This design comes from an exercise in tuning for small area and a short achievable clock period on the open sky130 flow, not from production work. No functional check of the RTL was part of this run. In this run the design's own scripts or RTL, not TritonCTS, make the clock network. No driver is modelled on the clock port, so clock power and skew are understated where the tree is cut down; a real chip needs a root buffer or a tree. Power is estimated from default activity; no workload was simulated.

==> flow/design.v <==
module full_adder(input a,b,cin,
                  output sum,co);
assign sum=a^b^cin;
assign co=(a&b)|(b&cin)|(cin&a);
endmodule
module half_adder(input a,
                  input b,
                  output sum,
                  output carry);
assign sum=a^b;
assign carry=a&b;
endmodule
module mux2_1(input h,s,e1,e0,
              output d);
assign d=(e1&s)|(e0&h);
endmodule
module acc_ctl(input en,clr,
               output e1,e0);
assign e1=en&~clr;
assign e0=~(en|clr);
endmodule
module booth_enc(input b2,b1,b0,
                 output one,two,neg);
assign one=b1^b0;
assign two=(b2&~b1&~b0)|(~b2&b1&b0);
assign neg=b2&~(b1&b0);
endmodule
module booth_sel(input xj,xj1,one,two,
                 output p);
assign p=(one&xj)|(two&xj1);
endmodule
module mul_16x16(input clk,
                 input [15:0]a,
                 input [15:0]b,
                 output [31:0]c);
reg [15:0]ra,rb;
reg [58:0]s2;      
reg [31:0]p3,p4;
wire [17:-1]bx = {2'b00, rb, 1'b0};
wire one0, two0, neg0;
booth_enc be0(bx[1], bx[0], bx[-1], one0, two0, neg0);
wire [16:-1]bx0 = {neg0, ra ^ {16{neg0}}, neg0};
wire bp0_0 = (one0 & bx0[0]) | (two0 & neg0);
wire bp0_1;
booth_sel bs0_1(bx0[1], bx0[0], one0, two0, bp0_1);
wire bp0_2;
booth_sel bs0_2(bx0[2], bx0[1], one0, two0, bp0_2);
wire bp0_3;
booth_sel bs0_3(bx0[3], bx0[2], one0, two0, bp0_3);
wire bp0_4;
booth_sel bs0_4(bx0[4], bx0[3], one0, two0, bp0_4);
wire bp0_5;
booth_sel bs0_5(bx0[5], bx0[4], one0, two0, bp0_5);
wire bp0_6;
booth_sel bs0_6(bx0[6], bx0[5], one0, two0, bp0_6);
wire bp0_7;
booth_sel bs0_7(bx0[7], bx0[6], one0, two0, bp0_7);
wire bp0_8;
booth_sel bs0_8(bx0[8], bx0[7], one0, two0, bp0_8);
wire bp0_9;
booth_sel bs0_9(bx0[9], bx0[8], one0, two0, bp0_9);
wire bp0_10;
booth_sel bs0_10(bx0[10], bx0[9], one0, two0, bp0_10);
wire bp0_11;
booth_sel bs0_11(bx0[11], bx0[10], one0, two0, bp0_11);
wire bp0_12;
booth_sel bs0_12(bx0[12], bx0[11], one0, two0, bp0_12);
wire bp0_13;
booth_sel bs0_13(bx0[13], bx0[12], one0, two0, bp0_13);
wire bp0_14;
booth_sel bs0_14(bx0[14], bx0[13], one0, two0, bp0_14);
wire bp0_15;
booth_sel bs0_15(bx0[15], bx0[14], one0, two0, bp0_15);
wire bp0_16;
booth_sel bs0_16(bx0[16], bx0[15], one0, two0, bp0_16);
wire sn0 = ~neg0;
wire one1, two1, neg1;
booth_enc be1(bx[3], bx[2], bx[1], one1, two1, neg1);
wire [16:-1]bx1 = {neg1, ra ^ {16{neg1}}, neg1};
wire bp1_0 = (one1 & bx1[0]) | (two1 & neg1);
wire bp1_1;
booth_sel bs1_1(bx1[1], bx1[0], one1, two1, bp1_1);
wire bp1_2;
booth_sel bs1_2(bx1[2], bx1[1], one1, two1, bp1_2);
wire bp1_3;
booth_sel bs1_3(bx1[3], bx1[2], one1, two1, bp1_3);
wire bp1_4;
booth_sel bs1_4(bx1[4], bx1[3], one1, two1, bp1_4);
wire bp1_5;
booth_sel bs1_5(bx1[5], bx1[4], one1, two1, bp1_5);
wire bp1_6;
booth_sel bs1_6(bx1[6], bx1[5], one1, two1, bp1_6);
wire bp1_7;
booth_sel bs1_7(bx1[7], bx1[6], one1, two1, bp1_7);
wire bp1_8;
booth_sel bs1_8(bx1[8], bx1[7], one1, two1, bp1_8);
wire bp1_9;
booth_sel bs1_9(bx1[9], bx1[8], one1, two1, bp1_9);
wire bp1_10;
booth_sel bs1_10(bx1[10], bx1[9], one1, two1, bp1_10);
wire bp1_11;
booth_sel bs1_11(bx1[11], bx1[10], one1, two1, bp1_11);
wire bp1_12;
booth_sel bs1_12(bx1[12], bx1[11], one1, two1, bp1_12);
wire bp1_13;
booth_sel bs1_13(bx1[13], bx1[12], one1, two1, bp1_13);
wire bp1_14;
booth_sel bs1_14(bx1[14], bx1[13], one1, two1, bp1_14);
wire bp1_15;
booth_sel bs1_15(bx1[15], bx1[14], one1, two1, bp1_15);
wire bp1_16;
booth_sel bs1_16(bx1[16], bx1[15], one1, two1, bp1_16);
wire sn1 = ~neg1;
wire one2, two2, neg2;
booth_enc be2(bx[5], bx[4], bx[3], one2, two2, neg2);
wire [16:-1]bx2 = {neg2, ra ^ {16{neg2}}, neg2};
wire bp2_0 = (one2 & bx2[0]) | (two2 & neg2);
wire bp2_1;
booth_sel bs2_1(bx2[1], bx2[0], one2, two2, bp2_1);
wire bp2_2;
booth_sel bs2_2(bx2[2], bx2[1], one2, two2, bp2_2);
wire bp2_3;
booth_sel bs2_3(bx2[3], bx2[2], one2, two2, bp2_3);
wire bp2_4;
booth_sel bs2_4(bx2[4], bx2[3], one2, two2, bp2_4);
wire bp2_5;
booth_sel bs2_5(bx2[5], bx2[4], one2, two2, bp2_5);
wire bp2_6;
booth_sel bs2_6(bx2[6], bx2[5], one2, two2, bp2_6);
wire bp2_7;
booth_sel bs2_7(bx2[7], bx2[6], one2, two2, bp2_7);
wire bp2_8;
booth_sel bs2_8(bx2[8], bx2[7], one2, two2, bp2_8);
wire bp2_9;
booth_sel bs2_9(bx2[9], bx2[8], one2, two2, bp2_9);
wire bp2_10;
booth_sel bs2_10(bx2[10], bx2[9], one2, two2, bp2_10);
wire bp2_11;
booth_sel bs2_11(bx2[11], bx2[10], one2, two2, bp2_11);
wire bp2_12;
booth_sel bs2_12(bx2[12], bx2[11], one2, two2, bp2_12);
wire bp2_13;
booth_sel bs2_13(bx2[13], bx2[12], one2, two2, bp2_13);
wire bp2_14;
booth_sel bs2_14(bx2[14], bx2[13], one2, two2, bp2_14);
wire bp2_15;
booth_sel bs2_15(bx2[15], bx2[14], one2, two2, bp2_15);
wire bp2_16;
booth_sel bs2_16(bx2[16], bx2[15], one2, two2, bp2_16);
wire sn2 = ~neg2;
wire one3, two3, neg3;
booth_enc be3(bx[7], bx[6], bx[5], one3, two3, neg3);
wire [16:-1]bx3 = {neg3, ra ^ {16{neg3}}, neg3};
wire bp3_0 = (one3 & bx3[0]) | (two3 & neg3);
wire bp3_1;
booth_sel bs3_1(bx3[1], bx3[0], one3, two3, bp3_1);
wire bp3_2;
booth_sel bs3_2(bx3[2], bx3[1], one3, two3, bp3_2);
wire bp3_3;
booth_sel bs3_3(bx3[3], bx3[2], one3, two3, bp3_3);
wire bp3_4;
booth_sel bs3_4(bx3[4], bx3[3], one3, two3, bp3_4);
wire bp3_5;
booth_sel bs3_5(bx3[5], bx3[4], one3, two3, bp3_5);
wire bp3_6;
booth_sel bs3_6(bx3[6], bx3[5], one3, two3, bp3_6);
wire bp3_7;
booth_sel bs3_7(bx3[7], bx3[6], one3, two3, bp3_7);
wire bp3_8;
booth_sel bs3_8(bx3[8], bx3[7], one3, two3, bp3_8);
wire bp3_9;
booth_sel bs3_9(bx3[9], bx3[8], one3, two3, bp3_9);
wire bp3_10;
booth_sel bs3_10(bx3[10], bx3[9], one3, two3, bp3_10);
wire bp3_11;
booth_sel bs3_11(bx3[11], bx3[10], one3, two3, bp3_11);
wire bp3_12;
booth_sel bs3_12(bx3[12], bx3[11], one3, two3, bp3_12);
wire bp3_13;
booth_sel bs3_13(bx3[13], bx3[12], one3, two3, bp3_13);
wire bp3_14;
booth_sel bs3_14(bx3[14], bx3[13], one3, two3, bp3_14);
wire bp3_15;
booth_sel bs3_15(bx3[15], bx3[14], one3, two3, bp3_15);
wire bp3_16;
booth_sel bs3_16(bx3[16], bx3[15], one3, two3, bp3_16);
wire sn3 = ~neg3;
wire one4, two4, neg4;
booth_enc be4(bx[9], bx[8], bx[7], one4, two4, neg4);
wire [16:-1]bx4 = {neg4, ra ^ {16{neg4}}, neg4};
wire bp4_0 = (one4 & bx4[0]) | (two4 & neg4);
wire bp4_1;
booth_sel bs4_1(bx4[1], bx4[0], one4, two4, bp4_1);
wire bp4_2;
booth_sel bs4_2(bx4[2], bx4[1], one4, two4, bp4_2);
wire bp4_3;
booth_sel bs4_3(bx4[3], bx4[2], one4, two4, bp4_3);
wire bp4_4;
booth_sel bs4_4(bx4[4], bx4[3], one4, two4, bp4_4);
wire bp4_5;
booth_sel bs4_5(bx4[5], bx4[4], one4, two4, bp4_5);
wire bp4_6;
booth_sel bs4_6(bx4[6], bx4[5], one4, two4, bp4_6);
wire bp4_7;
booth_sel bs4_7(bx4[7], bx4[6], one4, two4, bp4_7);
wire bp4_8;
booth_sel bs4_8(bx4[8], bx4[7], one4, two4, bp4_8);
wire bp4_9;
booth_sel bs4_9(bx4[9], bx4[8], one4, two4, bp4_9);
wire bp4_10;
booth_sel bs4_10(bx4[10], bx4[9], one4, two4, bp4_10);
wire bp4_11;
booth_sel bs4_11(bx4[11], bx4[10], one4, two4, bp4_11);
wire bp4_12;
booth_sel bs4_12(bx4[12], bx4[11], one4, two4, bp4_12);
wire bp4_13;
booth_sel bs4_13(bx4[13], bx4[12], one4, two4, bp4_13);
wire bp4_14;
booth_sel bs4_14(bx4[14], bx4[13], one4, two4, bp4_14);
wire bp4_15;
booth_sel bs4_15(bx4[15], bx4[14], one4, two4, bp4_15);
wire bp4_16;
booth_sel bs4_16(bx4[16], bx4[15], one4, two4, bp4_16);
wire sn4 = ~neg4;
wire one5, two5, neg5;
booth_enc be5(bx[11], bx[10], bx[9], one5, two5, neg5);
wire [16:-1]bx5 = {neg5, ra ^ {16{neg5}}, neg5};
wire bp5_0 = (one5 & bx5[0]) | (two5 & neg5);
wire bp5_1;
booth_sel bs5_1(bx5[1], bx5[0], one5, two5, bp5_1);
wire bp5_2;
booth_sel bs5_2(bx5[2], bx5[1], one5, two5, bp5_2);
wire bp5_3;
booth_sel bs5_3(bx5[3], bx5[2], one5, two5, bp5_3);
wire bp5_4;
booth_sel bs5_4(bx5[4], bx5[3], one5, two5, bp5_4);
wire bp5_5;
booth_sel bs5_5(bx5[5], bx5[4], one5, two5, bp5_5);
wire bp5_6;
booth_sel bs5_6(bx5[6], bx5[5], one5, two5, bp5_6);
wire bp5_7;
booth_sel bs5_7(bx5[7], bx5[6], one5, two5, bp5_7);
wire bp5_8;
booth_sel bs5_8(bx5[8], bx5[7], one5, two5, bp5_8);
wire bp5_9;
booth_sel bs5_9(bx5[9], bx5[8], one5, two5, bp5_9);
wire bp5_10;
booth_sel bs5_10(bx5[10], bx5[9], one5, two5, bp5_10);
wire bp5_11;
booth_sel bs5_11(bx5[11], bx5[10], one5, two5, bp5_11);
wire bp5_12;
booth_sel bs5_12(bx5[12], bx5[11], one5, two5, bp5_12);
wire bp5_13;
booth_sel bs5_13(bx5[13], bx5[12], one5, two5, bp5_13);
wire bp5_14;
booth_sel bs5_14(bx5[14], bx5[13], one5, two5, bp5_14);
wire bp5_15;
booth_sel bs5_15(bx5[15], bx5[14], one5, two5, bp5_15);
wire bp5_16;
booth_sel bs5_16(bx5[16], bx5[15], one5, two5, bp5_16);
wire sn5 = ~neg5;
wire one6, two6, neg6;
booth_enc be6(bx[13], bx[12], bx[11], one6, two6, neg6);
wire [16:-1]bx6 = {neg6, ra ^ {16{neg6}}, neg6};
wire bp6_0 = (one6 & bx6[0]) | (two6 & neg6);
wire bp6_1;
booth_sel bs6_1(bx6[1], bx6[0], one6, two6, bp6_1);
wire bp6_2;
booth_sel bs6_2(bx6[2], bx6[1], one6, two6, bp6_2);
wire bp6_3;
booth_sel bs6_3(bx6[3], bx6[2], one6, two6, bp6_3);
wire bp6_4;
booth_sel bs6_4(bx6[4], bx6[3], one6, two6, bp6_4);
wire bp6_5;
booth_sel bs6_5(bx6[5], bx6[4], one6, two6, bp6_5);
wire bp6_6;
booth_sel bs6_6(bx6[6], bx6[5], one6, two6, bp6_6);
wire bp6_7;
booth_sel bs6_7(bx6[7], bx6[6], one6, two6, bp6_7);
wire bp6_8;
booth_sel bs6_8(bx6[8], bx6[7], one6, two6, bp6_8);
wire bp6_9;
booth_sel bs6_9(bx6[9], bx6[8], one6, two6, bp6_9);
wire bp6_10;
booth_sel bs6_10(bx6[10], bx6[9], one6, two6, bp6_10);
wire bp6_11;
booth_sel bs6_11(bx6[11], bx6[10], one6, two6, bp6_11);
wire bp6_12;
booth_sel bs6_12(bx6[12], bx6[11], one6, two6, bp6_12);
wire bp6_13;
booth_sel bs6_13(bx6[13], bx6[12], one6, two6, bp6_13);
wire bp6_14;
booth_sel bs6_14(bx6[14], bx6[13], one6, two6, bp6_14);
wire bp6_15;
booth_sel bs6_15(bx6[15], bx6[14], one6, two6, bp6_15);
wire bp6_16;
booth_sel bs6_16(bx6[16], bx6[15], one6, two6, bp6_16);
wire sn6 = ~neg6;
wire one7, two7, neg7;
booth_enc be7(bx[15], bx[14], bx[13], one7, two7, neg7);
wire [16:-1]bx7 = {neg7, ra ^ {16{neg7}}, neg7};
wire bp7_0 = (one7 & bx7[0]) | (two7 & neg7);
wire bp7_1;
booth_sel bs7_1(bx7[1], bx7[0], one7, two7, bp7_1);
wire bp7_2;
booth_sel bs7_2(bx7[2], bx7[1], one7, two7, bp7_2);
wire bp7_3;
booth_sel bs7_3(bx7[3], bx7[2], one7, two7, bp7_3);
wire bp7_4;
booth_sel bs7_4(bx7[4], bx7[3], one7, two7, bp7_4);
wire bp7_5;
booth_sel bs7_5(bx7[5], bx7[4], one7, two7, bp7_5);
wire bp7_6;
booth_sel bs7_6(bx7[6], bx7[5], one7, two7, bp7_6);
wire bp7_7;
booth_sel bs7_7(bx7[7], bx7[6], one7, two7, bp7_7);
wire bp7_8;
booth_sel bs7_8(bx7[8], bx7[7], one7, two7, bp7_8);
wire bp7_9;
booth_sel bs7_9(bx7[9], bx7[8], one7, two7, bp7_9);
wire bp7_10;
booth_sel bs7_10(bx7[10], bx7[9], one7, two7, bp7_10);
wire bp7_11;
booth_sel bs7_11(bx7[11], bx7[10], one7, two7, bp7_11);
wire bp7_12;
booth_sel bs7_12(bx7[12], bx7[11], one7, two7, bp7_12);
wire bp7_13;
booth_sel bs7_13(bx7[13], bx7[12], one7, two7, bp7_13);
wire bp7_14;
booth_sel bs7_14(bx7[14], bx7[13], one7, two7, bp7_14);
wire bp7_15;
booth_sel bs7_15(bx7[15], bx7[14], one7, two7, bp7_15);
wire bp7_16;
booth_sel bs7_16(bx7[16], bx7[15], one7, two7, bp7_16);
wire sn7 = ~neg7;
wire b8_0 = rb[15] & ra[0];
wire b8_1 = rb[15] & ra[1];
wire b8_2 = rb[15] & ra[2];
wire b8_3 = rb[15] & ra[3];
wire b8_4 = rb[15] & ra[4];
wire b8_5 = rb[15] & ra[5];
wire b8_6 = rb[15] & ra[6];
wire b8_7 = rb[15] & ra[7];
wire b8_8 = rb[15] & ra[8];
wire b8_9 = rb[15] & ra[9];
wire b8_10 = rb[15] & ra[10];
wire b8_11 = rb[15] & ra[11];
wire b8_12 = rb[15] & ra[12];
wire b8_13 = rb[15] & ra[13];
wire b8_14 = rb[15] & ra[14];
wire b8_15 = rb[15] & ra[15];
wire s1, c2;
half_adder ha2(1'b1, b8_1, s1, c2);
wire s3, c4;
half_adder ha4(1'b1, b8_2, s3, c4);
wire s5, c6;
half_adder ha6(neg5, bp0_10, s5, c6);
wire s7, c8;
half_adder ha8(bp0_11, bp1_9, s7, c8);
wire s9, c10;
full_adder fa10(neg6, bp0_12, bp1_10, s9, c10);
wire s11, c12;
half_adder ha12(bp2_8, bp3_6, s11, c12);
wire s13, c14;
full_adder fa14(bp0_13, bp1_11, bp2_9, s13, c14);
wire s15, c16;
half_adder ha16(bp3_7, bp4_5, s15, c16);
wire s17, c18;
full_adder fa18(neg7, bp0_14, bp1_12, s17, c18);
wire s19, c20;
full_adder fa20(bp2_10, bp3_8, bp4_6, s19, c20);
wire s21, c22;
half_adder ha22(bp5_4, bp6_2, s21, c22);
wire s23, c24;
full_adder fa24(bp0_15, bp1_13, bp2_11, s23, c24);
wire s25, c26;
full_adder fa26(bp3_9, bp4_7, bp5_5, s25, c26);
wire s27, c28;
half_adder ha28(bp6_3, bp7_1, s27, c28);
wire s29, c30;
full_adder fa30(b8_0, bp0_16, bp1_14, s29, c30);
wire s31, c32;
full_adder fa32(bp2_12, bp3_10, bp4_8, s31, c32);
wire s33, c34;
full_adder fa34(bp5_6, bp6_4, bp7_2, s33, c34);
wire s35, c36;
full_adder fa36(sn0, s1, bp1_15, s35, c36);
wire s37, c38;
full_adder fa38(bp2_13, bp3_11, bp4_9, s37, c38);
wire s39, c40;
full_adder fa40(bp5_7, bp6_5, bp7_3, s39, c40);
wire s41, c42;
full_adder fa42(c2, s3, bp1_16, s41, c42);
wire s43, c44;
full_adder fa44(bp2_14, bp3_12, bp4_10, s43, c44);
wire s45, c46;
full_adder fa46(bp5_8, bp6_6, bp7_4, s45, c46);
wire s47, c48;
full_adder fa48(b8_3, sn1, c4, s47, c48);
wire s49, c50;
full_adder fa50(bp2_15, bp3_13, bp4_11, s49, c50);
wire s51, c52;
full_adder fa52(bp5_9, bp6_7, bp7_5, s51, c52);
wire s53, c54;
full_adder fa54(1'b1, b8_4, bp2_16, s53, c54);
wire s55, c56;
full_adder fa56(bp3_14, bp4_12, bp5_10, s55, c56);
wire s57, c58;
half_adder ha58(bp6_8, bp7_6, s57, c58);
wire s59, c60;
full_adder fa60(b8_5, sn2, bp3_15, s59, c60);
wire s61, c62;
full_adder fa62(bp4_13, bp5_11, bp6_9, s61, c62);
wire s63, c64;
full_adder fa64(1'b1, b8_6, bp3_16, s63, c64);
wire s65, c66;
half_adder ha66(bp4_14, bp5_12, s65, c66);
wire s67, c68;
full_adder fa68(b8_7, sn3, bp4_15, s67, c68);
wire s69, c70;
half_adder ha70(1'b1, b8_8, s69, c70);
wire s71, c72;
half_adder ha72(neg3, bp0_6, s71, c72);
wire s73, c74;
half_adder ha74(bp0_7, bp1_5, s73, c74);
wire s75, c76;
full_adder fa76(neg4, bp0_8, bp1_6, s75, c76);
wire s77, c78;
half_adder ha78(bp2_4, bp3_2, s77, c78);
wire s79, c80;
full_adder fa80(bp0_9, bp1_7, bp2_5, s79, c80);
wire s81, c82;
half_adder ha82(bp3_3, bp4_1, s81, c82);
wire s83, c84;
full_adder fa84(bp1_8, bp2_6, bp3_4, s83, c84);
wire s85, c86;
full_adder fa86(bp4_2, bp5_0, s5, s85, c86);
wire s87, c88;
full_adder fa88(bp2_7, bp3_5, bp4_3, s87, c88);
wire s89, c90;
full_adder fa90(bp5_1, c6, s7, s89, c90);
wire s91, c92;
full_adder fa92(bp4_4, bp5_2, bp6_0, s91, c92);
wire s93, c94;
full_adder fa94(c8, s11, s9, s93, c94);
wire s95, c96;
full_adder fa96(bp5_3, bp6_1, c12, s95, c96);
wire s97, c98;
full_adder fa98(s15, c10, s13, s97, c98);
wire s99, c100;
full_adder fa100(bp7_0, c16, s21, s99, c100);
wire s101, c102;
full_adder fa102(c14, s17, s19, s101, c102);
wire s103, c104;
full_adder fa104(c22, s27, c18, s103, c104);
wire s105, c106;
full_adder fa106(c20, s23, s25, s105, c106);
wire s107, c108;
full_adder fa108(c28, c24, c26, s107, c108);
wire s109, c110;
full_adder fa110(s29, s31, s33, s109, c110);
wire s111, c112;
full_adder fa112(c30, c32, c34, s111, c112);
wire s113, c114;
full_adder fa114(s35, s37, s39, s113, c114);
wire s115, c116;
full_adder fa116(c36, c38, c40, s115, c116);
wire s117, c118;
full_adder fa118(s41, s43, s45, s117, c118);
wire s119, c120;
full_adder fa120(s47, c42, c44, s119, c120);
wire s121, c122;
full_adder fa122(c46, s49, s51, s121, c122);
wire s123, c124;
full_adder fa124(s57, c48, s53, s123, c124);
wire s125, c126;
full_adder fa126(c50, c52, s55, s125, c126);
wire s127, c128;
full_adder fa128(bp7_7, c58, c54, s127, c128);
wire s129, c130;
full_adder fa130(s59, c56, s61, s129, c130);
wire s131, c132;
full_adder fa132(bp6_10, bp7_8, s65, s131, c132);
wire s133, c134;
full_adder fa134(c60, s63, c62, s133, c134);
wire s135, c136;
full_adder fa136(bp5_13, bp6_11, bp7_9, s135, c136);
wire s137, c138;
full_adder fa138(c66, c64, s67, s137, c138);
wire s139, c140;
full_adder fa140(s69, bp4_16, bp5_14, s139, c140);
wire s141, c142;
full_adder fa142(bp6_12, bp7_10, c68, s141, c142);
wire s143, c144;
full_adder fa144(b8_9, sn4, c70, s143, c144);
wire s145, c146;
full_adder fa146(bp5_15, bp6_13, bp7_11, s145, c146);
wire s147, c148;
full_adder fa148(1'b1, b8_10, bp5_16, s147, c148);
wire s149, c150;
half_adder ha150(bp6_14, bp7_12, s149, c150);
wire s151, c152;
full_adder fa152(b8_11, sn5, bp6_15, s151, c152);
wire s153, c154;
half_adder ha154(1'b1, b8_12, s153, c154);
wire s155, c156;
half_adder ha156(neg2, bp0_4, s155, c156);
wire s157, c158;
half_adder ha158(bp0_5, bp1_3, s157, c158);
wire s159, c160;
full_adder fa160(bp1_4, bp2_2, bp3_0, s159, c160);
wire s161, c162;
full_adder fa162(bp2_3, bp3_1, c72, s161, c162);
wire s163, c164;
full_adder fa164(bp4_0, c74, s77, s163, c164);
wire s165, c166;
full_adder fa166(c78, s81, c76, s165, c166);
wire s167, c168;
full_adder fa168(c82, c80, s83, s167, c168);
wire s169, c170;
full_adder fa170(c84, s87, c86, s169, c170);
wire s171, c172;
full_adder fa172(c88, s91, c90, s171, c172);
wire s173, c174;
full_adder fa174(c92, s95, c94, s173, c174);
wire s175, c176;
full_adder fa176(c96, s99, c98, s175, c176);
wire s177, c178;
full_adder fa178(c100, s103, c102, s177, c178);
wire s179, c180;
full_adder fa180(c104, c106, s107, s179, c180);
wire s181, c182;
full_adder fa182(c108, c110, s111, s181, c182);
wire s183, c184;
full_adder fa184(c112, c114, s115, s183, c184);
wire s185, c186;
full_adder fa186(c116, s119, c118, s185, c186);
wire s187, c188;
full_adder fa188(c120, s123, c122, s187, c188);
wire s189, c190;
full_adder fa190(c124, s127, c126, s189, c190);
wire s191, c192;
full_adder fa192(s131, c128, c130, s191, c192);
wire s193, c194;
full_adder fa194(s135, c132, c134, s193, c194);
wire s195, c196;
full_adder fa196(c136, s139, s141, s195, c196);
wire s197, c198;
full_adder fa198(s143, c140, s145, s197, c198);
wire s199, c200;
full_adder fa200(s149, c144, s147, s199, c200);
wire s201, c202;
full_adder fa202(bp7_13, c150, c148, s201, c202);
wire s203, c204;
full_adder fa204(s153, bp6_16, bp7_14, s203, c204);
wire s205, c206;
full_adder fa206(b8_13, sn6, c154, s205, c206);
wire s207, c208;
half_adder ha208(1'b1, b8_14, s207, c208);
wire s209, c210;
half_adder ha210(neg1, bp0_2, s209, c210);
wire s211, c212;
half_adder ha212(bp0_3, bp1_1, s211, c212);
wire s213, c214;
full_adder fa214(bp1_2, bp2_0, s155, s213, c214);
wire s215, c216;
full_adder fa216(bp2_1, c156, s157, s215, c216);
wire s217, c218;
full_adder fa218(c158, s71, s159, s217, c218);
wire s219, c220;
full_adder fa220(s73, c160, s161, s219, c220);
wire s221, c222;
full_adder fa222(s75, c162, s163, s221, c222);
wire s223, c224;
full_adder fa224(s79, c164, s165, s223, c224);
wire s225, c226;
full_adder fa226(s85, c166, s167, s225, c226);
wire s227, c228;
full_adder fa228(s89, c168, s169, s227, c228);
wire s229, c230;
full_adder fa230(s93, c170, s171, s229, c230);
wire s231, c232;
full_adder fa232(s97, c172, s173, s231, c232);
wire s233, c234;
full_adder fa234(s101, c174, s175, s233, c234);
wire s235, c236;
full_adder fa236(s105, c176, s177, s235, c236);
wire s237, c238;
full_adder fa238(s109, c178, s179, s237, c238);
wire s239, c240;
full_adder fa240(s113, c180, s181, s239, c240);
wire s241, c242;
full_adder fa242(s117, c182, s183, s241, c242);
wire s243, c244;
full_adder fa244(s121, c184, s185, s243, c244);
wire s245, c246;
full_adder fa246(s125, c186, s187, s245, c246);
wire s247, c248;
full_adder fa248(s129, c188, s189, s247, c248);
wire s249, c250;
full_adder fa250(s133, c190, s191, s249, c250);
wire s251, c252;
full_adder fa252(s137, c192, s193, s251, c252);
wire s253, c254;
full_adder fa254(c138, s195, c194, s253, c254);
wire s255, c256;
full_adder fa256(c142, s197, c196, s255, c256);
wire s257, c258;
full_adder fa258(c146, s199, c198, s257, c258);
wire s259, c260;
full_adder fa260(s151, c200, s201, s259, c260);
wire s261, c262;
full_adder fa262(c152, s203, c202, s261, c262);
wire s263, c264;
full_adder fa264(bp7_15, s205, c204, s263, c264);
wire s265, c266;
full_adder fa266(s207, bp7_16, c206, s265, c266);
wire s267, c268;
full_adder fa268(b8_15, sn7, c208, s267, c268);
wire s269, c270;
half_adder ha270(neg0, bp0_0, s269, c270);
wire s271, c272;
half_adder ha272(bp0_1, c270, s271, c272);
wire s273, c274;
full_adder fa274(bp1_0, s209, c272, s273, c274);
wire s275, c276;
full_adder fa276(c210, s211, c274, s275, c276);
wire s277, c278;
full_adder fa278(c212, s213, c276, s277, c278);
wire s279, c280;
full_adder fa280(c214, s215, c278, s279, c280);
wire [58:0]s2_d;
assign s2_d[0] = s269;    
assign s2_d[1] = s271;    
assign s2_d[2] = s273;    
assign s2_d[3] = s275;    
assign s2_d[4] = s277;    
assign s2_d[5] = s279;    
assign s2_d[6] = c216;    
assign s2_d[7] = s217;    
assign s2_d[8] = c280;    
assign s2_d[9] = c218;    
assign s2_d[10] = s219;    
assign s2_d[11] = c220;    
assign s2_d[12] = s221;    
assign s2_d[13] = c222;    
assign s2_d[14] = s223;    
assign s2_d[15] = c224;    
assign s2_d[16] = s225;    
assign s2_d[17] = c226;    
assign s2_d[18] = s227;    
assign s2_d[19] = c228;    
assign s2_d[20] = s229;    
assign s2_d[21] = c230;    
assign s2_d[22] = s231;    
assign s2_d[23] = c232;    
assign s2_d[24] = s233;    
assign s2_d[25] = c234;    
assign s2_d[26] = s235;    
assign s2_d[27] = c236;    
assign s2_d[28] = s237;    
assign s2_d[29] = c238;    
assign s2_d[30] = s239;    
assign s2_d[31] = c240;    
assign s2_d[32] = s241;    
assign s2_d[33] = c242;    
assign s2_d[34] = s243;    
assign s2_d[35] = c244;    
assign s2_d[36] = s245;    
assign s2_d[37] = c246;    
assign s2_d[38] = s247;    
assign s2_d[39] = c248;    
assign s2_d[40] = s249;    
assign s2_d[41] = c250;    
assign s2_d[42] = s251;    
assign s2_d[43] = c252;    
assign s2_d[44] = s253;    
assign s2_d[45] = c254;    
assign s2_d[46] = s255;    
assign s2_d[47] = c256;    
assign s2_d[48] = s257;    
assign s2_d[49] = c258;    
assign s2_d[50] = s259;    
assign s2_d[51] = c260;    
assign s2_d[52] = s261;    
assign s2_d[53] = c262;    
assign s2_d[54] = s263;    
assign s2_d[55] = c264;    
assign s2_d[56] = s265;    
assign s2_d[57] = c266;    
assign s2_d[58] = s267;    
wire [31:0]x3 = {s2[57], s2[55], s2[53], s2[51], s2[49], s2[47], s2[45], s2[43], s2[41], s2[39], s2[37], s2[35], s2[33], s2[31], s2[29], s2[27], s2[25], s2[23], s2[21], s2[19], s2[17], s2[15], s2[13], s2[11], s2[9], s2[6], s2[5], s2[4], s2[3], s2[2], s2[1], s2[0]};
wire [31:0]y3 = {s2[58], s2[56], s2[54], s2[52], s2[50], s2[48], s2[46], s2[44], s2[42], s2[40], s2[38], s2[36], s2[34], s2[32], s2[30], s2[28], s2[26], s2[24], s2[22], s2[20], s2[18], s2[16], s2[14], s2[12], s2[10], s2[7], 1'b0, 1'b0, 1'b0, 1'b0, 1'b0, 1'b0};
wire kg0 = s2[6] & s2[7];
wire kp0 = s2[6] ^ s2[7];
wire kg1 = s2[9] & s2[10];
wire kp1 = s2[9] ^ s2[10];
wire kg2 = s2[11] & s2[12];
wire kp2 = s2[11] ^ s2[12];
wire kg3 = s2[13] & s2[14];
wire kp3 = s2[13] ^ s2[14];
wire kg4 = s2[15] & s2[16];
wire kp4 = s2[15] ^ s2[16];
wire kg5 = s2[17] & s2[18];
wire kp5 = s2[17] ^ s2[18];
wire kg6 = s2[19] & s2[20];
wire kp6 = s2[19] ^ s2[20];
wire kg7 = s2[21] & s2[22];
wire kp7 = s2[21] ^ s2[22];
wire kg8 = s2[23] & s2[24];
wire kp8 = s2[23] ^ s2[24];
wire kg9 = s2[25] & s2[26];
wire kp9 = s2[25] ^ s2[26];
wire kg10 = s2[27] & s2[28];
wire kp10 = s2[27] ^ s2[28];
wire kg11 = s2[29] & s2[30];
wire kp11 = s2[29] ^ s2[30];
wire kg12 = s2[31] & s2[32];
wire kp12 = s2[31] ^ s2[32];
wire kg13 = s2[33] & s2[34];
wire kp13 = s2[33] ^ s2[34];
wire kg14 = s2[35] & s2[36];
wire kp14 = s2[35] ^ s2[36];
wire kg15 = s2[37] & s2[38];
wire kp15 = s2[37] ^ s2[38];
wire kg16 = s2[39] & s2[40];
wire kp16 = s2[39] ^ s2[40];
wire kg17 = s2[41] & s2[42];
wire kp17 = s2[41] ^ s2[42];
wire kg18 = s2[43] & s2[44];
wire kp18 = s2[43] ^ s2[44];
wire kg19 = s2[45] & s2[46];
wire kp19 = s2[45] ^ s2[46];
wire kg20 = s2[47] & s2[48];
wire kp20 = s2[47] ^ s2[48];
wire kg21 = s2[49] & s2[50];
wire kp21 = s2[49] ^ s2[50];
wire kg22 = s2[51] & s2[52];
wire kp22 = s2[51] ^ s2[52];
wire kg23 = s2[53] & s2[54];
wire kp23 = s2[53] ^ s2[54];
wire kg24 = s2[55] & s2[56];
wire kp24 = s2[55] ^ s2[56];
wire kg25 = s2[57] & s2[58];
wire kp25 = s2[57] ^ s2[58];
wire kg0c = kg0 | (kp0 & s2[8]);
wire kG1 = kg1 | (kp1 & kg0c);
wire kP1 = kp1 & kp0;
wire kG2 = kg3 | (kp3 & kg2);
wire kP2 = kp3 & kp2;
wire kG3 = kg5 | (kp5 & kg4);
wire kP3 = kp5 & kp4;
wire kG4 = kg7 | (kp7 & kg6);
wire kP4 = kp7 & kp6;
wire kG5 = kg9 | (kp9 & kg8);
wire kP5 = kp9 & kp8;
wire kG6 = kg11 | (kp11 & kg10);
wire kP6 = kp11 & kp10;
wire kG7 = kg13 | (kp13 & kg12);
wire kP7 = kp13 & kp12;
wire kG8 = kg15 | (kp15 & kg14);
wire kP8 = kp15 & kp14;
wire kG9 = kg17 | (kp17 & kg16);
wire kP9 = kp17 & kp16;
wire kG10 = kg19 | (kp19 & kg18);
wire kP10 = kp19 & kp18;
wire kG11 = kg21 | (kp21 & kg20);
wire kP11 = kp21 & kp20;
wire kG12 = kg23 | (kp23 & kg22);
wire kP12 = kp23 & kp22;
wire kG13 = kg25 | (kp25 & kg24);
wire kP13 = kp25 & kp24;
wire kG14 = kG2 | (kP2 & kG1);
wire kP14 = kP2 & kP1;
wire kG15 = kG4 | (kP4 & kG3);
wire kP15 = kP4 & kP3;
wire kG16 = kG6 | (kP6 & kG5);
wire kP16 = kP6 & kP5;
wire kG17 = kG8 | (kP8 & kG7);
wire kP17 = kP8 & kP7;
wire kG18 = kG10 | (kP10 & kG9);
wire kP18 = kP10 & kP9;
wire kG19 = kG12 | (kP12 & kG11);
wire kP19 = kP12 & kP11;
wire kG20 = kG15 | (kP15 & kG14);
wire kP20 = kP15 & kP14;
wire kG21 = kG17 | (kP17 & kG16);
wire kP21 = kP17 & kP16;
wire kG22 = kG19 | (kP19 & kG18);
wire kP22 = kP19 & kP18;
wire kG23 = kG21 | (kP21 & kG20);
wire kP23 = kP21 & kP20;
wire kG24 = kG22 | (kP22 & kG23);
wire kP24 = kP22 & kP23;
wire kG25 = kG16 | (kP16 & kG20);
wire kP25 = kP16 & kP20;
wire kG26 = kG18 | (kP18 & kG23);
wire kP26 = kP18 & kP23;
wire kG27 = kG3 | (kP3 & kG14);
wire kP27 = kP3 & kP14;
wire kG28 = kG5 | (kP5 & kG20);
wire kP28 = kP5 & kP20;
wire kG29 = kG7 | (kP7 & kG25);
wire kP29 = kP7 & kP25;
wire kG30 = kG9 | (kP9 & kG23);
wire kP30 = kP9 & kP23;
wire kG31 = kG11 | (kP11 & kG26);
wire kP31 = kP11 & kP26;
wire kG32 = kG13 | (kP13 & kG24);
wire kP32 = kP13 & kP24;
wire kG33 = kg2 | (kp2 & kG1);
wire kP33 = kp2 & kP1;
wire kG34 = kg4 | (kp4 & kG14);
wire kP34 = kp4 & kP14;
wire kG35 = kg6 | (kp6 & kG27);
wire kP35 = kp6 & kP27;
wire kG36 = kg8 | (kp8 & kG20);
wire kP36 = kp8 & kP20;
wire kG37 = kg10 | (kp10 & kG28);
wire kP37 = kp10 & kP28;
wire kG38 = kg12 | (kp12 & kG25);
wire kP38 = kp12 & kP25;
wire kG39 = kg14 | (kp14 & kG29);
wire kP39 = kp14 & kP29;
wire kG40 = kg16 | (kp16 & kG23);
wire kP40 = kp16 & kP23;
wire kG41 = kg18 | (kp18 & kG30);
wire kP41 = kp18 & kP30;
wire kG42 = kg20 | (kp20 & kG26);
wire kP42 = kp20 & kP26;
wire kG43 = kg22 | (kp22 & kG31);
wire kP43 = kp22 & kP31;
wire kG44 = kg24 | (kp24 & kG24);
wire kP44 = kp24 & kP24;
wire [31:0]p3_d = {(kp25 ^ kG44), (kp24 ^ kG24), (kp23 ^ kG43), (kp22 ^ kG31), (kp21 ^ kG42), (kp20 ^ kG26), (kp19 ^ kG41), (kp18 ^ kG30), (kp17 ^ kG40), (kp16 ^ kG23), (kp15 ^ kG39), (kp14 ^ kG29), (kp13 ^ kG38), (kp12 ^ kG25), (kp11 ^ kG37), (kp10 ^ kG28), (kp9 ^ kG36), (kp8 ^ kG20), (kp7 ^ kG35), (kp6 ^ kG27), (kp5 ^ kG34), (kp4 ^ kG14), (kp3 ^ kG33), (kp2 ^ kG1), (kp1 ^ kg0c), (kp0 ^ s2[8]), s2[5], s2[4], s2[3], s2[2], s2[1], s2[0]};
always @(posedge clk)
 begin
  ra<=a;
  rb<=b;
  s2<=s2_d;
  p3<=p3_d;
  p4<=p3;
 end
assign c=p4;
endmodule
module accumulator(input clk,en,clr,
                   input [31:0]a,
                   output [39:0]c);
reg [39:0]acc;
wire [39:0]b={8'b0,a};
wire [39:0]g0=acc&b;
wire [39:0]p0=acc^b;
wire gg1 = g0[1] | (p0[1] & g0[0]);
wire pp1 = p0[1] & p0[0];
wire gg2 = g0[3] | (p0[3] & g0[2]);
wire pp2 = p0[3] & p0[2];
wire gg3 = g0[5] | (p0[5] & g0[4]);
wire pp3 = p0[5] & p0[4];
wire gg4 = g0[7] | (p0[7] & g0[6]);
wire pp4 = p0[7] & p0[6];
wire gg5 = g0[9] | (p0[9] & g0[8]);
wire pp5 = p0[9] & p0[8];
wire gg6 = g0[11] | (p0[11] & g0[10]);
wire pp6 = p0[11] & p0[10];
wire gg7 = g0[13] | (p0[13] & g0[12]);
wire pp7 = p0[13] & p0[12];
wire gg8 = g0[15] | (p0[15] & g0[14]);
wire pp8 = p0[15] & p0[14];
wire gg9 = g0[17] | (p0[17] & g0[16]);
wire pp9 = p0[17] & p0[16];
wire gg10 = g0[19] | (p0[19] & g0[18]);
wire pp10 = p0[19] & p0[18];
wire gg11 = g0[21] | (p0[21] & g0[20]);
wire pp11 = p0[21] & p0[20];
wire gg12 = g0[23] | (p0[23] & g0[22]);
wire pp12 = p0[23] & p0[22];
wire gg13 = g0[25] | (p0[25] & g0[24]);
wire pp13 = p0[25] & p0[24];
wire gg14 = g0[27] | (p0[27] & g0[26]);
wire pp14 = p0[27] & p0[26];
wire gg15 = g0[29] | (p0[29] & g0[28]);
wire pp15 = p0[29] & p0[28];
wire gg16 = g0[31] | (p0[31] & g0[30]);
wire pp16 = p0[31] & p0[30];
wire gg17 = g0[33] | (p0[33] & g0[32]);
wire pp17 = p0[33] & p0[32];
wire gg18 = g0[35] | (p0[35] & g0[34]);
wire pp18 = p0[35] & p0[34];
wire gg19 = g0[37] | (p0[37] & g0[36]);
wire pp19 = p0[37] & p0[36];
wire gg20 = g0[39] | (p0[39] & g0[38]);
wire pp20 = p0[39] & p0[38];
wire gg21 = gg2 | (pp2 & gg1);
wire pp21 = pp2 & pp1;
wire gg22 = gg4 | (pp4 & gg3);
wire pp22 = pp4 & pp3;
wire gg23 = gg6 | (pp6 & gg5);
wire pp23 = pp6 & pp5;
wire gg24 = gg8 | (pp8 & gg7);
wire pp24 = pp8 & pp7;
wire gg25 = gg10 | (pp10 & gg9);
wire pp25 = pp10 & pp9;
wire gg26 = gg12 | (pp12 & gg11);
wire pp26 = pp12 & pp11;
wire gg27 = gg14 | (pp14 & gg13);
wire pp27 = pp14 & pp13;
wire gg28 = gg16 | (pp16 & gg15);
wire pp28 = pp16 & pp15;
wire gg29 = gg18 | (pp18 & gg17);
wire pp29 = pp18 & pp17;
wire gg30 = gg20 | (pp20 & gg19);
wire pp30 = pp20 & pp19;
wire gg31 = gg22 | (pp22 & gg21);
wire pp31 = pp22 & pp21;
wire gg32 = gg24 | (pp24 & gg23);
wire pp32 = pp24 & pp23;
wire gg33 = gg26 | (pp26 & gg25);
wire pp33 = pp26 & pp25;
wire gg34 = gg28 | (pp28 & gg27);
wire pp34 = pp28 & pp27;
wire gg35 = gg30 | (pp30 & gg29);
wire pp35 = pp30 & pp29;
wire gg36 = gg32 | (pp32 & gg31);
wire pp36 = pp32 & pp31;
wire gg37 = gg34 | (pp34 & gg33);
wire pp37 = pp34 & pp33;
wire gg38 = gg37 | (pp37 & gg36);
wire pp38 = pp37 & pp36;
wire gg39 = gg33 | (pp33 & gg36);
wire pp39 = pp33 & pp36;
wire gg40 = gg35 | (pp35 & gg38);
wire pp40 = pp35 & pp38;
wire gg41 = gg23 | (pp23 & gg31);
wire pp41 = pp23 & pp31;
wire gg42 = gg25 | (pp25 & gg36);
wire pp42 = pp25 & pp36;
wire gg43 = gg27 | (pp27 & gg39);
wire pp43 = pp27 & pp39;
wire gg44 = gg29 | (pp29 & gg38);
wire pp44 = pp29 & pp38;
wire gg45 = gg3 | (pp3 & gg21);
wire pp45 = pp3 & pp21;
wire gg46 = gg5 | (pp5 & gg31);
wire pp46 = pp5 & pp31;
wire gg47 = gg7 | (pp7 & gg41);
wire pp47 = pp7 & pp41;
wire gg48 = gg9 | (pp9 & gg36);
wire pp48 = pp9 & pp36;
wire gg49 = gg11 | (pp11 & gg42);
wire pp49 = pp11 & pp42;
wire gg50 = gg13 | (pp13 & gg39);
wire pp50 = pp13 & pp39;
wire gg51 = gg15 | (pp15 & gg43);
wire pp51 = pp15 & pp43;
wire gg52 = gg17 | (pp17 & gg38);
wire pp52 = pp17 & pp38;
wire gg53 = gg19 | (pp19 & gg44);
wire pp53 = pp19 & pp44;
wire gg54 = g0[2] | (p0[2] & gg1);
wire pp54 = p0[2] & pp1;
wire gg55 = g0[4] | (p0[4] & gg21);
wire pp55 = p0[4] & pp21;
wire gg56 = g0[6] | (p0[6] & gg45);
wire pp56 = p0[6] & pp45;
wire gg57 = g0[8] | (p0[8] & gg31);
wire pp57 = p0[8] & pp31;
wire gg58 = g0[10] | (p0[10] & gg46);
wire pp58 = p0[10] & pp46;
wire gg59 = g0[12] | (p0[12] & gg41);
wire pp59 = p0[12] & pp41;
wire gg60 = g0[14] | (p0[14] & gg47);
wire pp60 = p0[14] & pp47;
wire gg61 = g0[16] | (p0[16] & gg36);
wire pp61 = p0[16] & pp36;
wire gg62 = g0[18] | (p0[18] & gg48);
wire pp62 = p0[18] & pp48;
wire gg63 = g0[20] | (p0[20] & gg42);
wire pp63 = p0[20] & pp42;
wire gg64 = g0[22] | (p0[22] & gg49);
wire pp64 = p0[22] & pp49;
wire gg65 = g0[24] | (p0[24] & gg39);
wire pp65 = p0[24] & pp39;
wire gg66 = g0[26] | (p0[26] & gg50);
wire pp66 = p0[26] & pp50;
wire gg67 = g0[28] | (p0[28] & gg43);
wire pp67 = p0[28] & pp43;
wire gg68 = g0[30] | (p0[30] & gg51);
wire pp68 = p0[30] & pp51;
wire gg69 = g0[32] | (p0[32] & gg38);
wire pp69 = p0[32] & pp38;
wire gg70 = g0[34] | (p0[34] & gg52);
wire pp70 = p0[34] & pp52;
wire gg71 = g0[36] | (p0[36] & gg44);
wire pp71 = p0[36] & pp44;
wire gg72 = g0[38] | (p0[38] & gg53);
wire pp72 = p0[38] & pp53;
wire [39:0]cy={gg72, gg53, gg71, gg44, gg70, gg52, gg69, gg38, gg68, gg51, gg67, gg43, gg66, gg50, gg65, gg39, gg64, gg49, gg63, gg42, gg62, gg48, gg61, gg36, gg60, gg47, gg59, gg41, gg58, gg46, gg57, gg31, gg56, gg45, gg55, gg21, gg54, gg1, g0[0], 1'b0};
wire [39:0]sum=p0^cy;
wire [39:0]d;
wire [7:0]e1,e0;     
genvar i;
generate
 for (i=0;i<8;i=i+1)
  begin : ctl
   acc_ctl k(en,clr,e1[i],e0[i]);
  end
endgenerate
generate
 for (i=0;i<40;i=i+1)
  begin : sel
   mux2_1 m(acc[i],sum[i],e1[i/5],e0[i/5],d[i]);
  end
endgenerate
always @(posedge clk)
  acc <= d;
assign c = acc;
endmodule
module mac_unit(input clk,en,clr,
                input [15:0]a,b,
                output [39:0]c);
wire [31:0]temp1;
mul_16x16 m1(clk,a,b,temp1);
accumulator a1(clk,en,clr,temp1,c);
endmodule
==> flow/flow/run.sh <==
#!/bin/bash
# The standard layout (standard.sh), with these changes:
#  - every port gets a buf_1 buffer (ORFS's buffer_ports with -buffer_cell);
#  - after CTS (flow/clocktree.tcl) the clock tree is rebuilt as two balanced
#    levels of inverters (4 inv_8 on the clock port, 8 inv_16 driving the flip-flops);
#  - setup repair aims for 9.70 ns of slack at the design's clock period, and
#    does not remove buffers (so every port keeps its buffer).
# ORFS writes each step's full log under orfs/logs/; make's own output goes to standard.log.
export BUFFER_PORTS_ARGS="-buffer_cell sky130_fd_sc_hd__buf_1"
export PRE_RESIZE_TCL=$PWD/flow/sizes.tcl
export POST_CTS_TCL=$PWD/flow/clocktree.tcl
export SETUP_SLACK_MARGIN=9.70
export SKIP_BUFFER_REMOVAL=1
bash standard.sh > standard.log 2>&1
==> flow/flow/clocktree.tcl <==
set block [ord::get_db_block]
set db [ord::get_db]
set leafm [$db findMaster sky130_fd_sc_hd__inv_16]
set rootm [$db findMaster sky130_fd_sc_hd__inv_8]
set clk_net [$block findNet clk]

set ffs {}
foreach inst [$block getInsts] {
  if {[string match "sky130_fd_sc_hd__df*" [[$inst getMaster] getName]]} {
    lappend ffs $inst
  }
}
# remove the CTS buffers, its dummy loads, and its nets
set old_nets {}
foreach inst [$block getInsts] {
  if {[string match "clkload*" [$inst getName]]} {
    odb::dbInst_destroy $inst
  } elseif {[string match "clkbuf_*_clk" [$inst getName]]} {
    set onet [[$inst findITerm X] getNet]
    if {$onet != "NULL"} { lappend old_nets $onet }
    odb::dbInst_destroy $inst
  }
}
foreach ff $ffs {
  set it [$ff findITerm CLK]
  set n [$it getNet]
  if {$n != "NULL" && [$n getName] != "clk"} { $it disconnect }
}
foreach n $old_nets {
  if {[llength [$n getITerms]] == 0} { odb::dbNet_destroy $n }
}
if {[llength [$clk_net getITerms]] != 0} { error "clock port still drives cells" }

proc ffx {ff} { return [lindex [$ff getLocation] 0] }
proc ffy {ff} { return [lindex [$ff getLocation] 1] }
proc split2 {l axis} {
  set s [lsort -command [list apply {{axis a b} {expr {[ff$axis $a] - [ff$axis $b]}}} $axis] $l]
  set h [expr {[llength $s] / 2}]
  return [list [lrange $s 0 [expr {$h - 1}]] [lrange $s $h end]]
}
proc centroid {l} {
  set sx 0; set sy 0
  foreach ff $l { set sx [expr {$sx + [ffx $ff]}]; set sy [expr {$sy + [ffy $ff]}] }
  return [list [expr {$sx / [llength $l]}] [expr {$sy / [llength $l]}]]
}
proc add_buf {block master name loc in_net out_name} {
  set buf [odb::dbInst_create $block $master $name]
  $buf setLocation {*}$loc
  $buf setPlacementStatus PLACED
  [$buf findITerm A] connect $in_net
  set net [odb::dbNet_create $block $out_name]
  $net setSigType CLOCK
  [$buf findITerm Y] connect $net
  return $net
}
set quads {}
foreach half [split2 $ffs x] { lappend quads {*}[split2 $half y] }
set k 0
foreach q $quads {
  set rnet [add_buf $block $rootm "clkroot_$k" [centroid $q] $clk_net "clknet_root_$k"]
  set j 0
  foreach part [split2 $q x] {
    set lnet [add_buf $block $leafm "clkleaf_${k}_$j" [centroid $part] $rnet "clknet_leaf_${k}_$j"]
    foreach ff $part { [$ff findITerm CLK] connect $lnet }
    puts "clock inverter clkleaf_${k}_$j drives [llength $part] flip-flops"
    incr j
  }
  incr k
}

detailed_placement
check_placement -verbose
estimate_parasitics -placement
report_clock_skew
==> flow/flow/sizes.tcl <==
# Sizes of the output buffers (made by buffer_ports, named output*) and of the
# accumulator flip-flops that drive them.
foreach inst [get_cells {output*}] {
  replace_cell $inst sky130_fd_sc_hd__buf_2
}
foreach inst [get_cells {a1.acc*}] {
  replace_cell $inst sky130_fd_sc_hd__dfxtp_2
}
# the input buffers of en and clr, which drive the accumulator's control gates
foreach port {en clr} {
  foreach inst [get_cells -of_objects [get_nets $port]] {
    replace_cell $inst sky130_fd_sc_hd__buf_2
  }
}
foreach inst [get_cells {m1.ra* m1.rb*}] {
  replace_cell $inst sky130_fd_sc_hd__dfxtp_2
}
==> flow/standard.sh <==
#!/bin/bash
# synth_recipe.tcl (not shown) runs the flow's synth.tcl, then flattens the netlist and writes it again
# the make line also repeats each setting of config.mk as NAME=value (left out here)
make -C /OpenROAD-flow-scripts/flow DESIGN_CONFIG=/design/flow/config.mk WORK_HOME=/design/flow/orfs CLKGATE_MAP_FILE= SYNTH_SCRIPT=/design/flow/synth_recipe.tcl "${@:-finish}"
==> flow/config.mk <==
export PLATFORM = sky130hd
export DESIGN_NAME = mac_unit
export DESIGN_NICKNAME = mac_unit
export VERILOG_FILES = /design/flow/design.v
export SDC_FILE = /design/flow/constraint.sdc
export NUM_CORES = 4
export LEC_CHECK = 0
export CAP_MARGIN = 20
export CORE_MARGIN = 2
export CORE_UTILIZATION = 40
export SLEW_MARGIN = 20
export SYNTH_HIERARCHICAL = 1
export SYNTH_MINIMUM_KEEP_SIZE = 0
==> flow/constraint.sdc <==
create_clock -name core_clock -period 13.5 [get_ports {clk}]
set_input_delay 2.7000 -clock core_clock [delete_from_list [all_inputs] [get_ports {clk}]]
set_output_delay 2.7000 -clock core_clock [all_outputs]
set_load 0.01 [all_outputs]
==> results.env <==
FIRST_GLOBAL_VIAS=8056
CRITICAL_PATH.ENDPOINT_TYPE='register'
FINISH.NET_COUNT=1423
LAST_WEIGHTED_CONGESTION_VALUE_OF_THE_ROUTABILITY_DRIVEN_PLACER=0.856
WORST_PIN_SLEW_NS=0.846
SYNTH.YOSYS.WARNINGS=8
POSTSYNTHCELLCOUNT=1089
DIE_Y_UM=182
SETUP_VIOLATIONS=0
LARGEST_NET_DEGREE_AT_THE_START_OF_GLOBAL_ROUTING=26
FIN_SKEW_NS=0.0179
SYN-CELL-AREA_UM2=12600
SYN-MEAN-INSTANCE-AREA_UM2=11.6
SWSHARE=0.416
ANTENNADIODECOUNT=0
RUN_STATUS='timing/DRC/antenna clean'
WORST-ENDPOINT-REQUIRED_NS=13.52
SHARE_OF_POWER_BURNED_IN_REGISTERS=0.369
PWR-SHARE-CLK=0.103
MAX_CAP_VIOLS=0
FINALHOLDVIOLCOUNT=0
GRT_FIRST_PASS_WIRELENGTH_MM=43.0
SYNTH_FLOP_CELL='dfxtp_1'
CRIT_PATH_START_KIND='register'
FINAL_MIN_PERIOD_OVER_CLOCK_PERIOD=0.271
GR-TOTAL-OVERFLOW=0
CTS.CLK_SLEW.WORST_PATHS_NS=0.08
GRT_USE_TOTAL=0.163
RSZ0062_AT_GRT='no'
POST-LAYOUT-TOTAL-POWER_mW=2.61
CP_DATA_ARRIVAL_TIME_NS=3.68
DP_HPWL_MM=20.5
POST_DRT_WL_PER_CELL_UM=16.8
DIE_X_UM=182
DRC=0
CORE_REGION_AREA_UM2=31300
DPL_WORST_SLACK_NS=9.86
TIMING_WORST_SETUP_PATH_TYPE='register to register'
STD_CELL_ROWS=65
COUNT_OF_FLIP_FLOPS_WITH_A_BUILT_IN_ENABLE_AFTER_SYNTHESIS=0
SHARE_COMB_OF_TOTAL_POWER=0.528
ASYNC_SET_OR_RESET_REGISTER_RATIO_AFTER_SYNTHESIS=0
MAXCLOCKFREQUENCY_MHz=273
DIEAREA_UM2=33000
SEQ_AREA_FRAC_SYNTH=0.309
NET-SWITCHING-POWER_mW=1.08
PORT_BUF_INSERTS=74
TOTAL_LEAKAGE_POWER_nW=6.14
DRT_FIRST_ITER_VIOLATIONS=431
WHS_NS=0.316
REGTOREGSETUPSLACK_NS=9.84
ROUTE.ANTENNA.REMAINING_NETS=0
AREA_GROWTH_SYN_TO_LAYOUT_PCT=8.28
ROUTE.FINAL.WIRE_LENGTH_MM=26.1
POWERDENSITY_nW_PER_UM2=190
IOS=75
INITIAL_UTILIZATION=0.404
FINALMAXSLEWVIOLATIONS=0
INTPOWER_mW=1.52
DRTPASS1ITERATIONS=5
CLOCK_LATENCY_NS=0.15
LAYOUT-DRIVE-GT1-SHARE=0.148
FILL_CELLS=2912
TIMING.CRITICAL_PATH.FANOUT_MAX=21
POSTSYNTHREGISTERBITS=195
POST_DRT_VIA_CELL_RATIO=5.14
GRT_ANTENNA_BEFORE_REPAIR=0
FIN_SETUP_TNS_NS=0
MIN_CYCLE_TIME_LAYOUT_NS=3.66
SLEW_HR=0.436
ROUTED-VIA-COUNT=7982
VDD_DROP_MAX_V=0.0000705
HOLDCRITPATHCLASS='register to register'
SETUP_SLACK_NS=9.84
FINALCOREUTILIZATION=0.437
CLOCK_SINK_COUNT=195
POST_SYNTH_NUM_CELL_TYPES=49
## worst max-delay path: stages, from the launching register on
cell	delay (ns)
dfxtp_2	0.36
ha_1	0.23
nor2b_4	0.60
xor2_1	0.19
a22o_1	0.29
fa_1	0.50
fa_1	0.40
fa_1	0.54
fa_1	0.41
## logic make-up after synthesis
| family | after synthesis | synth area share |
|---|---|---|
| compound gates | 259 | 0.164 |
| xor+xnor | 160 | 0.111 |
| fa+ha+maj | 235 | 0.319 |
| buf+inv | 101 | 0.0341 |
| flops | 195 | 0.309 |
| other cells | 2 | 0.000594 |
| simple gates | 137 | 0.0624 |
## cell usage in the layout (no fill, tap or decap), types with 5 or more instances in the layout
master / instances
inv_16: 8
dfxtp_1: 123
a22o_1: 168
buf_2: 42
o211ai_1: 5
nor2b_2: 7
nand2_1: 39
o21ai_0: 25
dfxtp_2: 72
conb_1: 11
ha_1: 89
nand4_1: 5
inv_1: 59
nand2b_1: 14
xnor2_1: 15
fa_1: 146
buf_4: 9
o22ai_2: 8
and2_1: 17
xor2_1: 145
nor2_1: 18
nor2b_4: 9
nor2b_1: 9
a21oi_1: 29
buf_1: 32
## registers in the layout, indices dropped and copies added (netlist names)
name,cells
m1.rb,16
m1.s2,59
a1.acc,40
m1.ra,16
m1.p4,32
m1.p3,32
## final timing paths
kind,startpoint,end,cells past startpoint
worst min-delay path,m1.p3[19],m1.p4[19],0
worst max-delay path,m1.rb[9],m1.s2[30],8
worst max register to register,m1.rb[9],m1.s2[30],8
worst min register to register,m1.p3[19],m1.p4[19],0
## Yosys stat by module (local to each module, per instance), a selection
module / cell area (µm²) / flops+latches
booth_sel: 8.76 / 0
mul_16x16: 5700 / 155
accumulator: 2380 / 40
acc_ctl: 17.5 / 0
booth_enc: 41.3 / 0
mux2_1: 8.76 / 0
half_adder: 12.5 / 0
full_adder: 20.0 / 0
## synthesized netlist by cell type, types with 2 or more instances
library cell / instances / share of area
fa_1: 146 / 0.23
clkbuf_1: 17 / 0.0050
o22ai_2: 8 / 0.0079
ha_1: 89 / 0.088
o21ai_0: 25 / 0.0099
nor2b_4: 8 / 0.0087
dfxtp_1: 195 / 0.31
inv_1: 59 / 0.018
a21oi_1: 29 / 0.011
a22o_1: 168 / 0.12
nor2_1: 18 / 0.0053
buf_4: 8 / 0.0048
nand2b_1: 14 / 0.0069
conb_1: 2 / 0.00059
nand3_1: 4 / 0.0016
a211oi_1: 3 / 0.0018
xor2_1: 145 / 0.10
o211ai_1: 5 / 0.0030
nor4_2: 2 / 0.0020
nor3_1: 4 / 0.0016
a311oi_2: 2 / 0.0024
and2_1: 17 / 0.0084
o21a_1: 3 / 0.0018
nor2b_1: 17 / 0.0084
xnor2_1: 15 / 0.010
nand2_1: 39 / 0.012
o21ai_1: 4 / 0.0016
a22oi_1: 2 / 0.0012
nand4_1: 5 / 0.0025
buf_2: 17 / 0.0067
## power groups by stage
stage / sequential (mW) / clock (mW) / combinational [mW]
after global placement: 0.966 / 0 / 1.33
after floorplan: 0.936 / 0 / 1.04
after detailed placement: 0.977 / 0 / 1.39
after global routing: 0.988 / 0.306 / 1.60
final: 0.960 / 0.270 / 1.38
## layout make-up
class / count / area (µm²) / share of cell area
Sequential cell: 195 / 3990 / 0.292
Multi-Input combinational cell: 802 / 8360 / 0.611
Timing Repair Buffer: 83 / 398 / 0.0291
Inverter: 71 / 427 / 0.0312
Tap cell: 402 / 503 / 0.0368
## through the flow
stage / instance area (µm²) / instances
floorplan: 12700 / 1098
global route: 13700 / 1553
detailed placement: 13500 / 1541
global placement: 13300 / 1541
finish: 13700 / 1553
## routing by layer
| layer | routed length, µm | global-route usage | up-vias |
|---|---|---|---|
| met2 | 11600 | 0.257 | 173 |
| met1 | 12800 | 0.238 | 3905 |
| met4 | 290 | 0.0335 | 0 |
| met5 | 0 | 0 | - |
| met3 | 1400 | 0.0247 | 26 |
| li1 | - | - | 3878 |

-- static timing again, ports no longer ideal --
The results above use ideal ports. As a check the final layout listed here was re-extracted and re-timed, cells and wires unchanged. Step 1 sets driving cells, clkbuf_16 on the clock port and buf_2 on the other inputs (assumed; they add their load-dependent delay and slew). Step 2 moves the port delays by t, midway between the first and last clock arrival at a register: inputs arrive t later, outputs are due t later. That takes back most of the time a late clock gives input paths. Slacks: ideal ports / drivers / drivers and shift; pairs: ideal ports / drivers.
shift t [ns]: 0.279
setup slack, ns: 9.841 / 9.841 / 9.841
hold slack, ns: 0.316 / 0.316 / 0.316
clock arrival spread, ns: 0.020 / 0.021
cell pins on the clock port's net: 4
After both steps this run still meets setup and hold. For this run, drivers alone change the setup slack by 0.000 ns; drivers and shift together by 0.000 ns.
